Source: an optimization exercise on an open RTL-to-GDS flow (aim: small area). Production flows keep margins and buffers that such runs may drop. RTL that was checked went through simulation tests only; none was proved equivalent to the original.

==> inputs of run a <==
// ai_accel
module ai_accel
(
	rst_n,
	clk,
	addr,
	wr_en,
	accel_select,
	data_in,
	ctr,
	data_out
);
Settings: LEC_CHECK=0, CAP_MARGIN=5, CORE_MARGIN=2, CORE_UTILIZATION=60, CTS_BUF_LIST=sky130_fd_sc_hd__clkbuf_16, CTS_CLUSTER_DIAMETER=100, CTS_CLUSTER_SIZE=25, GPL_TIMING_DRIVEN=0, PLACE_DENSITY=0.7, SETUP_SLACK_MARGIN=0, SLEW_MARGIN=5, SYNTH_HIERARCHICAL=1, SYNTH_MINIMUM_KEEP_SIZE=0, REMOVE_ABC_BUFFERS=1, BUFFER_PORTS_ARGS=-buffer_cell sky130_fd_sc_hd__buf_2, CTS_ARGS=-sink_clustering_enable -repair_clock_nets -dont_use_dummy_load -sink_clustering_size 25 -sink_clustering_max_diameter 100 -buf_list sky130_fd_sc_hd__clkbuf_16; clock period 32.0 ns.
standard.sh (not shown) runs the stock make flow with config.mk's settings and CLKGATE_MAP_FILE= SYNTH_SCRIPT=/design/flow/synth_recipe.tcl, a recipe that flattens the netlist after the stock synthesis.
==> flow/flow/run.sh <==
#!/bin/bash
# Standard layout (standard.sh), except: the synthesis buffers are removed at
# floorplan, ports get buf_2 buffers, and CTS inserts no dummy loads.
set -e
cat >> config.mk <<'EOF'
export REMOVE_ABC_BUFFERS = 1
export BUFFER_PORTS_ARGS = -buffer_cell sky130_fd_sc_hd__buf_2
export CTS_ARGS = -sink_clustering_enable -repair_clock_nets -dont_use_dummy_load -sink_clustering_size 25 -sink_clustering_max_diameter 100 -buf_list sky130_fd_sc_hd__clkbuf_16
EOF
bash standard.sh > standard.log 2>&1
==> inputs of run b, as changes to run a <==
==> flow/flow/run.sh (replaced) <==
#!/bin/bash
# Standard layout (standard.sh), except: the synthesis buffers are removed at
# floorplan, ports get buf_1 buffers, and CTS inserts no dummy loads.
set -e
cat >> config.mk <<'EOF'
export REMOVE_ABC_BUFFERS = 1
export BUFFER_PORTS_ARGS = -buffer_cell sky130_fd_sc_hd__buf_1
export CTS_ARGS = -sink_clustering_enable -repair_clock_nets -dont_use_dummy_load -sink_clustering_size 16 -sink_clustering_max_diameter 80 -buf_list sky130_fd_sc_hd__clkbuf_8
EOF
bash standard.sh > standard.log 2>&1
- BUFFER_PORTS_ARGS: -buffer_cell sky130_fd_sc_hd__buf_2 -> -buffer_cell sky130_fd_sc_hd__buf_1
- CTS_ARGS: -sink_clustering_enable -repair_clock_nets -dont_use_dummy_load -sink_clustering_size 25 -sink_clustering_max_diameter 100 -buf_list sky130_fd_sc_hd__clkbuf_16 -> -sink_clustering_enable -repair_clock_nets -dont_use_dummy_load -sink_clustering_size 16 -sink_clustering_max_diameter 80 -buf_list sky130_fd_sc_hd__clkbuf_8
- CTS_BUF_LIST: sky130_fd_sc_hd__clkbuf_16 -> sky130_fd_sc_hd__clkbuf_8
- CTS_CLUSTER_DIAMETER: 100 -> 80
- CTS_CLUSTER_SIZE: 25 -> 16
==> summary of the runs <==
Final area: run a is larger than run b (0.62%). Non-clock buffer count is the same in run b and run a. Between run b and run a, the lower maximum frequency is in run b (gap 0.26%, measured against run a). In run b the clock skew is higher than in run a, by 0.064 ns.
==> figures <==
Area taken by multi-input logic gates: run a 14870 um2; run b 14870 um2
Result of the run: run a complete, no violations; run b complete, no violations
NonClk Buf Share: run a 2.557%; run b 2.234%
Final weighted congestion in routability-driven placement: run a 1.055; run b 1.051
Post-Route WL: run a 89620 um; run b 90220 um
Fmax: run a 0.03193 GHz; run b 0.03185 GHz
GRT met2 Usage: run a 64.94%; run b 64.66%
Antenna violations before repair: run a 6; run b 2
Drt via density: run a 7.313; run b 7.358

==> v35 <==
ai_accel, a different RTL version from the one above (not shown whole).
export LEC_CHECK = 0
export CAP_MARGIN = 20
export CORE_MARGIN = 2
export CORE_UTILIZATION = 45
export CTS_BUF_LIST = sky130_fd_sc_hd__clkbuf_16
export CTS_CLUSTER_DIAMETER = 100
export CTS_CLUSTER_SIZE = 25
export PLACE_DENSITY = 0.6
export SETUP_SLACK_MARGIN = 0
export SLEW_MARGIN = 20
export SYNTH_HIERARCHICAL = 1
export SYNTH_MINIMUM_KEEP_SIZE = 0
create_clock -name core_clock -period 32.0 [get_ports {clk}]
run.sh (not shown) runs the stock make flow with config.mk's settings and CLKGATE_MAP_FILE= SYNTH_SCRIPT=/design/flow/synth_recipe.tcl, a recipe that flattens the netlist after the stock synthesis.
Stock flow here: none of the scripts above is used.
==> v18 (differences from v35) <==
--- a/flow/design.v
+++ b/flow/design.v
@@ -20,13 +20,13 @@
 	output [15:0] ctr;
 	reg go_bit;
 	reg [1:0] st;           
 	reg [31:0] data_A0, data_A1, data_A2;
 	reg [31:0] data_B0, data_B1, data_B2, data_B3;
 	reg vA0, vA1, vA2, vB0, vB1, vB2, vB3;
-	reg [7:0] res1, res2, res3;
+	reg [7:0] res1, res2, res3, res4;
 	reg go_seen;            
 	wire [3:0] fld = addr[5:2];
 	wire wr = wr_en & accel_select;
 	wire go_bit_in = wr & (fld == 4'b1000);
 	wire done_bit = st[1] & st[0];
 	wire [1:0] counter = {st[1], st[0] & ~st[1]};
@@ -72,13 +72,13 @@
 		if (wB3) data_B3 <= data_in;
 	end
 	wire [23:0] a0 = data_A0[23:0];
 	wire [23:0] a1 = data_A1[23:0];
 	wire [23:0] a2 = data_A2[23:0];
 	wire [3:0] s0, s1, s2;
-	wsel ws(st, vA0, vA1, vA2, vB0, vB1, vB2, vB3, s0, s1, s2);
+	wsel ws(go_bit_in, st, vA0, vA1, vA2, vB0, vB1, vB2, vB3, s0, s1, s2);
 	wire [23:0] b0 = ({24{s0[0]}} & data_B0[31:8]) | ({24{s0[1]}} & data_B0[23:0]) |
 	                 ({24{s0[2]}} & data_B1[31:8]) | ({24{s0[3]}} & data_B1[23:0]);
 	wire [23:0] b1 = ({24{s1[0]}} & data_B1[31:8]) | ({24{s1[1]}} & data_B1[23:0]) |
 	                 ({24{s1[2]}} & data_B2[31:8]) | ({24{s1[3]}} & data_B2[23:0]);
 	wire [23:0] b2 = ({24{s2[0]}} & data_B2[31:8]) | ({24{s2[1]}} & data_B2[23:0]) |
 	                 ({24{s2[2]}} & data_B3[31:8]) | ({24{s2[3]}} & data_B3[23:0]);
@@ -935,61 +935,62 @@
 	wire r591 = ovf586 | s423;
 	wire r592 = ovf586 | s468;
 	wire r593 = ovf586 | s522;
 	wire r594 = ovf586 | s585;
 	assign r = {r594, r593, r592, r591, r590, r589, r588, r587};
 	always @(posedge clk) begin
-		if (st == 2'd0) res1 <= r;
-		if (st == 2'd1) res2 <= r;
-		if (st == 2'd2) res3 <= r;
+		if (go_bit_in) res1 <= r;
+		if (st == 2'd0) res2 <= r;
+		if (st == 2'd1) res3 <= r;
+		if (st == 2'd2) res4 <= r;
 	end
 	wire [31:0] data_C, data_C2;
 	wire s595, c595;
 	fa u595 (res1[0], res2[0], res3[0], s595, c595);
 	wire s596, c596;
-	ha u596 (s595, r[0], s596, c596);
+	ha u596 (res4[0], s595, s596, c596);
 	wire s597, c597;
 	fa u597 (res1[1], res2[1], res3[1], s597, c597);
 	wire s598, c598;
-	fa u598 (c595, s597, r[1], s598, c598);
+	fa u598 (res4[1], c595, s597, s598, c598);
 	wire s599, c599;
 	ha u599 (c596, s598, s599, c599);
 	wire s600, c600;
 	fa u600 (res1[2], res2[2], res3[2], s600, c600);
 	wire s601, c601;
-	fa u601 (c597, s600, r[2], s601, c601);
+	fa u601 (res4[2], c597, s600, s601, c601);
 	wire s602, c602;
 	fa u602 (c598, s601, c599, s602, c602);
 	wire s603, c603;
 	fa u603 (res1[3], res2[3], res3[3], s603, c603);
 	wire s604, c604;
-	fa u604 (c600, s603, r[3], s604, c604);
+	fa u604 (res4[3], c600, s603, s604, c604);
 	wire s605, c605;
 	fa u605 (c601, s604, c602, s605, c605);
 	wire s606, c606;
 	fa u606 (res1[4], res2[4], res3[4], s606, c606);
 	wire s607, c607;
-	fa u607 (c603, s606, r[4], s607, c607);
+	fa u607 (res4[4], c603, s606, s607, c607);
 	wire s608, c608;
 	fa u608 (c604, s607, c605, s608, c608);
 	wire s609, c609;
 	fa u609 (res1[5], res2[5], res3[5], s609, c609);
 	wire s610, c610;
-	fa u610 (c606, s609, r[5], s610, c610);
+	fa u610 (res4[5], c606, s609, s610, c610);
 	wire s611, c611;
 	fa u611 (c607, s610, c608, s611, c611);
 	wire s612, c612;
 	fa u612 (res1[6], res2[6], res3[6], s612, c612);
 	wire s613, c613;
-	fa u613 (c609, s612, r[6], s613, c613);
+	fa u613 (res4[6], c609, s612, s613, c613);
 	wire s614, c614;
 	fa u614 (c610, s613, c611, s614, c614);
 	wire s615, c615;
 	fa u615 (res1[7], res2[7], res3[7], s615, c615);
 	wire s616, c616;
-	fa u616 (c612, s615, r[7], s616, c616);
+	fa u616 (res4[7], c612, s615, s616, c616);
 	wire s617, c617;
 	fa u617 (c613, s616, c614, s617, c617);
 	wire s618, c618;
 	fa u618 (c615, c616, c617, s618, c618);
 	wire d619 = ~(res1[0] ^ ~s602);
 	wire b620 = res1[0] | ~s602;
@@ -1234,35 +1235,35 @@
 	wire p817 = ~(s788 & s790);
 	wire p818 = ~(s788 & s792);
 	wire p819 = ~(s788 & m794);
 	wire p820 = ~(s790 & s792);
 	wire p821 = ~(s790 & m794);
 	wire p822 = ~(s792 & m794);
-	wire d823 = ~(r[0] ^ ~s602);
-	wire b824 = r[0] | ~s602;
+	wire d823 = ~(res4[0] ^ ~s602);
+	wire b824 = res4[0] | ~s602;
 	wire i825 = ~s605;
 	wire s826, c826;
-	fa u826 (r[1], i825, b824, s826, c826);
+	fa u826 (res4[1], i825, b824, s826, c826);
 	wire i827 = ~s608;
 	wire s828, c828;
-	fa u828 (r[2], i827, c826, s828, c828);
+	fa u828 (res4[2], i827, c826, s828, c828);
 	wire i829 = ~s611;
 	wire s830, c830;
-	fa u830 (r[3], i829, c828, s830, c830);
+	fa u830 (res4[3], i829, c828, s830, c830);
 	wire i831 = ~s614;
 	wire s832, c832;
-	fa u832 (r[4], i831, c830, s832, c832);
+	fa u832 (res4[4], i831, c830, s832, c832);
 	wire i833 = ~s617;
 	wire s834, c834;
-	fa u834 (r[5], i833, c832, s834, c834);
+	fa u834 (res4[5], i833, c832, s834, c834);
 	wire i835 = ~s618;
 	wire s836, c836;
-	fa u836 (r[6], i835, c834, s836, c836);
+	fa u836 (res4[6], i835, c834, s836, c836);
 	wire i837 = ~c618;
 	wire s838, c838;
-	fa u838 (r[7], i837, c836, s838, c838);
+	fa u838 (res4[7], i837, c836, s838, c838);
 	wire pc839 = d823 & c838;
 	wire pc840 = s826 & c838;
 	wire pc841 = s828 & c838;
 	wire pc842 = s830 & c838;
 	wire pc843 = s832 & c838;
 	wire pc844 = s834 & c838;
@@ -1532,13 +1533,13 @@
 	fa u1003 (s998, c986, c988, s1003, c1003);
 	wire s1004, c1004;
 	fa u1004 (s999, s1000, c989, s1004, c1004);
 	wire s1005, c1005;
 	fa u1005 (s1002, c990, c991, s1005, c1005);
 	wire s1006, c1006;
-	fa u1006 (s1003, c992, s1004, s1006, c1006);
+	fa u1006 (s1003, s1004, c992, s1006, c1006);
 	wire s1007, c1007;
 	fa u1007 (c993, s1005, s1006, s1007, c1007);
 	wire s1008, c1008;
 	fa u1008 (c994, s1007, c995, s1008, c1008);
 	wire i1009 = ~c997;
 	wire s1010, c1010;
@@ -1559,15 +1560,15 @@
 	fa u1018 (c999, c1000, s1013, s1018, c1018);
 	wire s1019, c1019;
 	fa u1019 (s1015, c1002, c1003, s1019, c1019);
 	wire s1020, c1020;
 	fa u1020 (s1017, s1018, c1004, s1020, c1020);
 	wire s1021, c1021;
-	fa u1021 (c1005, s1019, c1006, s1021, c1021);
+	fa u1021 (c1005, s1019, s1020, s1021, c1021);
 	wire s1022, c1022;
-	fa u1022 (s1020, c1007, s1021, s1022, c1022);
+	fa u1022 (c1006, s1021, c1007, s1022, c1022);
 	wire s1023, c1023;
 	fa u1023 (s1022, c1008, c1010, s1023, c1023);
 	wire s1024, c1024;
 	fa u1024 (p685, p753, p821, s1024, c1024);
 	wire i1025 = ~c1011;
 	wire s1026, c1026;
@@ -1578,13 +1579,13 @@
 	fa u1028 (c1017, s1026, c1018, s1028, c1028);
 	wire s1029, c1029;
 	fa u1029 (s1027, c1019, s1028, s1029, c1029);
 	wire s1030, c1030;
 	fa u1030 (c1020, s1029, c1021, s1030, c1030);
 	wire s1031, c1031;
-	fa u1031 (c1022, s1030, c1023, s1031, c1031);
+	fa u1031 (s1030, c1022, c1023, s1031, c1031);
 	wire s1032, c1032;
 	fa u1032 (m658, m726, m794, s1032, c1032);
 	wire s1033, c1033;
 	fa u1033 (p686, p754, p822, s1033, c1033);
 	wire i1034 = ~p890;
 	wire s1035, c1035;
@@ -1633,18 +1634,19 @@
 		4'b0001: data_out = go_seen ? data_C : 32'b0;
 		4'b0010: data_out = go_seen ? data_C2 : 32'b0;
 		default: data_out = 32'b0;
 		endcase
 	end
 endmodule
-module wsel(st, vA0, vA1, vA2, vB0, vB1, vB2, vB3, s0, s1, s2);
+module wsel(go, st, vA0, vA1, vA2, vB0, vB1, vB2, vB3, s0, s1, s2);
+	input go;
 	input [1:0] st;
 	input vA0, vA1, vA2, vB0, vB1, vB2, vB3;
 	output [3:0] s0, s1, s2;
-	wire x = st[1];
-	wire y = st[0];
+	wire x = ~go & (st != 2'd0);
+	wire y = ~go & ~(st == 2'd1);
 	assign s0 = {x & y & vB1, x & ~y & vB1, ~x & y & vB0, ~x & ~y & vB0} & {4{vA0}};
 	assign s1 = {x & y & vB2, x & ~y & vB2, ~x & y & vB1, ~x & ~y & vB1} & {4{vA1}};
 	assign s2 = {x & y & vB3, x & ~y & vB3, ~x & y & vB2, ~x & ~y & vB2} & {4{vA2}};
 endmodule
 module fa(x, y, z, s, c);
 	input x, y, z;
==> flow/flow/run.sh (new file) <==
#!/bin/bash
# Standard layout (standard.sh), except: the synthesis buffers are removed at
# floorplan, ports get buf_2 buffers, and CTS inserts no dummy loads.
set -e
cat >> config.mk <<'EOF'
export REMOVE_ABC_BUFFERS = 1
export BUFFER_PORTS_ARGS = -buffer_cell sky130_fd_sc_hd__buf_2
export CTS_ARGS = -sink_clustering_enable -repair_clock_nets -dont_use_dummy_load -sink_clustering_size 25 -sink_clustering_max_diameter 100 -buf_list sky130_fd_sc_hd__clkbuf_16
EOF
bash standard.sh > standard.log 2>&1
==> flow/standard.sh (new file) <==
#!/bin/bash
# synth_recipe.tcl (not shown) runs the flow's synth.tcl, then flattens the netlist and writes it again
# the make line also repeats each setting of config.mk as NAME=value (left out here)
make -C /OpenROAD-flow-scripts/flow DESIGN_CONFIG=/design/flow/config.mk WORK_HOME=/design/flow/orfs CLKGATE_MAP_FILE= SYNTH_SCRIPT=/design/flow/synth_recipe.tcl "${@:-finish}"
Settings changed: BUFFER_PORTS_ARGS set to -buffer_cell sky130_fd_sc_hd__buf_2, CORE_UTILIZATION 45 to 60, CTS_ARGS set to -sink_clustering_enable -repair_clock_nets -dont_use_dummy_load -sink_clustering_size 25 -sink_clustering_max_diameter 100 -buf_list sky130_fd_sc_hd__clkbuf_16, GPL_TIMING_DRIVEN set to 0, PLACE_DENSITY 0.6 to 0.7, REMOVE_ABC_BUFFERS set to 1.
removed: flow/run.sh
==> v33 (differences from v35) <==
--- a/flow/design.v
+++ b/flow/design.v
@@ -20,13 +20,13 @@
 	output [15:0] ctr;
 	reg go_bit;
 	reg [1:0] st;           
 	reg [31:0] data_A0, data_A1, data_A2;
 	reg [31:0] data_B0, data_B1, data_B2, data_B3;
 	reg vA0, vA1, vA2, vB0, vB1, vB2, vB3;
-	reg [7:0] res1, res2, res3;
+	reg [7:0] res1, res2, res3, res4;
 	reg go_seen;            
 	wire [3:0] fld = addr[5:2];
 	wire wr = wr_en & accel_select;
 	wire go_bit_in = wr & (fld == 4'b1000);
 	wire done_bit = st[1] & st[0];
 	wire [1:0] counter = {st[1], st[0] & ~st[1]};
@@ -72,13 +72,13 @@
 		if (wB3) data_B3 <= data_in;
 	end
 	wire [23:0] a0 = data_A0[23:0];
 	wire [23:0] a1 = data_A1[23:0];
 	wire [23:0] a2 = data_A2[23:0];
 	wire [3:0] s0, s1, s2;
-	wsel ws(st, vA0, vA1, vA2, vB0, vB1, vB2, vB3, s0, s1, s2);
+	wsel ws(go_bit_in, st, vA0, vA1, vA2, vB0, vB1, vB2, vB3, s0, s1, s2);
 	wire [23:0] b0 = ({24{s0[0]}} & data_B0[31:8]) | ({24{s0[1]}} & data_B0[23:0]) |
 	                 ({24{s0[2]}} & data_B1[31:8]) | ({24{s0[3]}} & data_B1[23:0]);
 	wire [23:0] b1 = ({24{s1[0]}} & data_B1[31:8]) | ({24{s1[1]}} & data_B1[23:0]) |
 	                 ({24{s1[2]}} & data_B2[31:8]) | ({24{s1[3]}} & data_B2[23:0]);
 	wire [23:0] b2 = ({24{s2[0]}} & data_B2[31:8]) | ({24{s2[1]}} & data_B2[23:0]) |
 	                 ({24{s2[2]}} & data_B3[31:8]) | ({24{s2[3]}} & data_B3[23:0]);
@@ -935,61 +935,62 @@
 	wire r591 = ovf586 | s423;
 	wire r592 = ovf586 | s468;
 	wire r593 = ovf586 | s522;
 	wire r594 = ovf586 | s585;
 	assign r = {r594, r593, r592, r591, r590, r589, r588, r587};
 	always @(posedge clk) begin
-		if (st == 2'd0) res1 <= r;
-		if (st == 2'd1) res2 <= r;
-		if (st == 2'd2) res3 <= r;
+		if (go_bit_in) res1 <= r;
+		if (st == 2'd0) res2 <= r;
+		if (st == 2'd1) res3 <= r;
+		if (st == 2'd2) res4 <= r;
 	end
 	wire [31:0] data_C, data_C2;
 	wire s595, c595;
 	fa u595 (res1[0], res2[0], res3[0], s595, c595);
 	wire s596, c596;
-	ha u596 (s595, r[0], s596, c596);
+	ha u596 (res4[0], s595, s596, c596);
 	wire s597, c597;
 	fa u597 (res1[1], res2[1], res3[1], s597, c597);
 	wire s598, c598;
-	fa u598 (c595, s597, r[1], s598, c598);
+	fa u598 (res4[1], c595, s597, s598, c598);
 	wire s599, c599;
 	ha u599 (c596, s598, s599, c599);
 	wire s600, c600;
 	fa u600 (res1[2], res2[2], res3[2], s600, c600);
 	wire s601, c601;
-	fa u601 (c597, s600, r[2], s601, c601);
+	fa u601 (res4[2], c597, s600, s601, c601);
 	wire s602, c602;
 	fa u602 (c598, s601, c599, s602, c602);
 	wire s603, c603;
 	fa u603 (res1[3], res2[3], res3[3], s603, c603);
 	wire s604, c604;
-	fa u604 (c600, s603, r[3], s604, c604);
+	fa u604 (res4[3], c600, s603, s604, c604);
 	wire s605, c605;
 	fa u605 (c601, s604, c602, s605, c605);
 	wire s606, c606;
 	fa u606 (res1[4], res2[4], res3[4], s606, c606);
 	wire s607, c607;
-	fa u607 (c603, s606, r[4], s607, c607);
+	fa u607 (res4[4], c603, s606, s607, c607);
 	wire s608, c608;
 	fa u608 (c604, s607, c605, s608, c608);
 	wire s609, c609;
 	fa u609 (res1[5], res2[5], res3[5], s609, c609);
 	wire s610, c610;
-	fa u610 (c606, s609, r[5], s610, c610);
+	fa u610 (res4[5], c606, s609, s610, c610);
 	wire s611, c611;
 	fa u611 (c607, s610, c608, s611, c611);
 	wire s612, c612;
 	fa u612 (res1[6], res2[6], res3[6], s612, c612);
 	wire s613, c613;
-	fa u613 (c609, s612, r[6], s613, c613);
+	fa u613 (res4[6], c609, s612, s613, c613);
 	wire s614, c614;
 	fa u614 (c610, s613, c611, s614, c614);
 	wire s615, c615;
 	fa u615 (res1[7], res2[7], res3[7], s615, c615);
 	wire s616, c616;
-	fa u616 (c612, s615, r[7], s616, c616);
+	fa u616 (res4[7], c612, s615, s616, c616);
 	wire s617, c617;
 	fa u617 (c613, s616, c614, s617, c617);
 	wire s618, c618;
 	fa u618 (c615, c616, c617, s618, c618);
 	wire d619 = ~(res1[0] ^ ~s602);
 	wire b620 = res1[0] | ~s602;
@@ -1234,35 +1235,35 @@
 	wire p817 = ~(s788 & s790);
 	wire p818 = ~(s788 & s792);
 	wire p819 = ~(s788 & m794);
 	wire p820 = ~(s790 & s792);
 	wire p821 = ~(s790 & m794);
 	wire p822 = ~(s792 & m794);
-	wire d823 = ~(r[0] ^ ~s602);
-	wire b824 = r[0] | ~s602;
+	wire d823 = ~(res4[0] ^ ~s602);
+	wire b824 = res4[0] | ~s602;
 	wire i825 = ~s605;
 	wire s826, c826;
-	fa u826 (r[1], i825, b824, s826, c826);
+	fa u826 (res4[1], i825, b824, s826, c826);
 	wire i827 = ~s608;
 	wire s828, c828;
-	fa u828 (r[2], i827, c826, s828, c828);
+	fa u828 (res4[2], i827, c826, s828, c828);
 	wire i829 = ~s611;
 	wire s830, c830;
-	fa u830 (r[3], i829, c828, s830, c830);
+	fa u830 (res4[3], i829, c828, s830, c830);
 	wire i831 = ~s614;
 	wire s832, c832;
-	fa u832 (r[4], i831, c830, s832, c832);
+	fa u832 (res4[4], i831, c830, s832, c832);
 	wire i833 = ~s617;
 	wire s834, c834;
-	fa u834 (r[5], i833, c832, s834, c834);
+	fa u834 (res4[5], i833, c832, s834, c834);
 	wire i835 = ~s618;
 	wire s836, c836;
-	fa u836 (r[6], i835, c834, s836, c836);
+	fa u836 (res4[6], i835, c834, s836, c836);
 	wire i837 = ~c618;
 	wire s838, c838;
-	fa u838 (r[7], i837, c836, s838, c838);
+	fa u838 (res4[7], i837, c836, s838, c838);
 	wire pc839 = d823 & c838;
 	wire pc840 = s826 & c838;
 	wire pc841 = s828 & c838;
 	wire pc842 = s830 & c838;
 	wire pc843 = s832 & c838;
 	wire pc844 = s834 & c838;
@@ -1532,13 +1533,13 @@
 	fa u1003 (s998, c986, c988, s1003, c1003);
 	wire s1004, c1004;
 	fa u1004 (s999, s1000, c989, s1004, c1004);
 	wire s1005, c1005;
 	fa u1005 (s1002, c990, c991, s1005, c1005);
 	wire s1006, c1006;
-	fa u1006 (s1003, c992, s1004, s1006, c1006);
+	fa u1006 (s1003, s1004, c992, s1006, c1006);
 	wire s1007, c1007;
 	fa u1007 (c993, s1005, s1006, s1007, c1007);
 	wire s1008, c1008;
 	fa u1008 (c994, s1007, c995, s1008, c1008);
 	wire i1009 = ~c997;
 	wire s1010, c1010;
@@ -1559,15 +1560,15 @@
 	fa u1018 (c999, c1000, s1013, s1018, c1018);
 	wire s1019, c1019;
 	fa u1019 (s1015, c1002, c1003, s1019, c1019);
 	wire s1020, c1020;
 	fa u1020 (s1017, s1018, c1004, s1020, c1020);
 	wire s1021, c1021;
-	fa u1021 (c1005, s1019, c1006, s1021, c1021);
+	fa u1021 (c1005, s1019, s1020, s1021, c1021);
 	wire s1022, c1022;
-	fa u1022 (s1020, c1007, s1021, s1022, c1022);
+	fa u1022 (c1006, s1021, c1007, s1022, c1022);
 	wire s1023, c1023;
 	fa u1023 (s1022, c1008, c1010, s1023, c1023);
 	wire s1024, c1024;
 	fa u1024 (p685, p753, p821, s1024, c1024);
 	wire i1025 = ~c1011;
 	wire s1026, c1026;
@@ -1578,13 +1579,13 @@
 	fa u1028 (c1017, s1026, c1018, s1028, c1028);
 	wire s1029, c1029;
 	fa u1029 (s1027, c1019, s1028, s1029, c1029);
 	wire s1030, c1030;
 	fa u1030 (c1020, s1029, c1021, s1030, c1030);
 	wire s1031, c1031;
-	fa u1031 (c1022, s1030, c1023, s1031, c1031);
+	fa u1031 (s1030, c1022, c1023, s1031, c1031);
 	wire s1032, c1032;
 	fa u1032 (m658, m726, m794, s1032, c1032);
 	wire s1033, c1033;
 	fa u1033 (p686, p754, p822, s1033, c1033);
 	wire i1034 = ~p890;
 	wire s1035, c1035;
@@ -1633,18 +1634,19 @@
 		4'b0001: data_out = go_seen ? data_C : 32'b0;
 		4'b0010: data_out = go_seen ? data_C2 : 32'b0;
 		default: data_out = 32'b0;
 		endcase
 	end
 endmodule
-module wsel(st, vA0, vA1, vA2, vB0, vB1, vB2, vB3, s0, s1, s2);
+module wsel(go, st, vA0, vA1, vA2, vB0, vB1, vB2, vB3, s0, s1, s2);
+	input go;
 	input [1:0] st;
 	input vA0, vA1, vA2, vB0, vB1, vB2, vB3;
 	output [3:0] s0, s1, s2;
-	wire x = st[1];
-	wire y = st[0];
+	wire x = ~go & (st != 2'd0);
+	wire y = ~go & ~(st == 2'd1);
 	assign s0 = {x & y & vB1, x & ~y & vB1, ~x & y & vB0, ~x & ~y & vB0} & {4{vA0}};
 	assign s1 = {x & y & vB2, x & ~y & vB2, ~x & y & vB1, ~x & ~y & vB1} & {4{vA1}};
 	assign s2 = {x & y & vB3, x & ~y & vB3, ~x & y & vB2, ~x & ~y & vB2} & {4{vA2}};
 endmodule
 module fa(x, y, z, s, c);
 	input x, y, z;
Settings changed: CTS_BUF_LIST sky130_fd_sc_hd__clkbuf_16 to not set, CTS_CLUSTER_DIAMETER 100 to not set, CTS_CLUSTER_SIZE 25 to not set.
==> notes <==
v33 went through all stages and came out clean. v18 ran to the end with no violations. v35 finished clean. The lowest first-iteration DRC count belongs to v35, the highest to v18. Count of clock-buffer cells in the layout is the same in v18 and v35. Die area: v33 > v35 > v18. Maximum frequency, highest first: v18, v33, v35. Sequential share of layout area: v18 > v33 > v35. Final area: v33 > v35 > v18. Against v35, the non-clock buffer count of v18 is lower by 37. Between v18 and v33, the lower hold slack is in v33 (gap 0.019 ns).
==> figures <==
Run status: v18 finished clean; v35 finished clean; v33 finished clean
Number of distinct library cell variants in the gate-level netlist after synthesis: v18 55; v35 54; v33 55
Pin count of the biggest net entering global routing: v18 30; v35 34; v33 34
Peak fanout along the critical path: v18 9; v35 24; v33 9
Number of inverters outside the clock class in the layout: v18 98; v35 95; v33 98
Post-Syn Area: v18 0.0240 mm^2; v35 0.0238 mm^2; v33 0.0240 mm^2
Levels on crit path: v18 42; v35 62; v33 42
Drt initial violations: v18 3992; v35 2514; v33 2700
Seq/Total Area, Yosys: v18 0.332; v35 0.325; v33 0.332
Number of placement rows: v18 73; v35 84; v33 84
Placed cells: v18 2522; v35 2708; v33 2688
Maximum frequency from static timing analysis: v18 0.0443 GHz; v35 0.0321 GHz; v33 0.0431 GHz
Synthesized-area fraction occupied by xor and xnor cells: v18 0.00183; v35 0.00184; v33 0.00183
Arithmetic-cell share of the synthesized area counting full adders, half adders and majority gates: v18 0.401; v35 0.404; v33 0.401
Multi-input combinational cell count: v18 1534; v35 1531; v33 1534
Synth-to-Final Area Change: v18 6.26%; v35 8.90%; v33 10.5%
Share of the final layout cell area in multi-input gates: v18 0.603; v35 0.591; v33 0.578
Post-Place Setup Slack: v18 9.88 ns; v35 1.31 ns; v33 9.30 ns
Final standard cell count with taps included and fillers excluded: v18 2538; v35 2735; v33 2744
Via count of the first global-routing pass: v18 19900; v35 18800; v33 19000
Worst path slowest cell: v18 fa_1; v35 nand2_1; v33 fa_1
Only the layout flow was run in v35; the RTL was not checked for function there.

## re-timing with driven ports
How much do the figures lean on ideal ports? The routed layouts below were timed once more, with nothing changed but the port constraints. Step 1: set_driving_cell puts a clkbuf_16 on clk and a buf_2 on each other input, an assumption about the parent block. Step 2, shift: input delay + t, output delay - t, t = (earliest + latest rising clock arrival at the registers) / 2. This alone moves slack from input paths to output paths. Three values: no drivers, after step 1, after step 2; two values: the first two.
run	t, ns	setup WS [ns]	latest minus earliest clock arrival (ns)
run a	0.544	0.683 / 0.628 / 1.173	0.031 / 0.031
run b	0.603	0.600 / 0.553 / 1.156	0.096 / 0.096
v35	0.570	0.864 / 0.809 / 1.379	0.044 / 0.044
v18	0.545	9.402 / 9.344 / 9.889	0.099 / 0.099
v33	0.646	8.786 / 8.730 / 9.376	0.046 / 0.046
After both steps setup and hold are still met in every run listed.
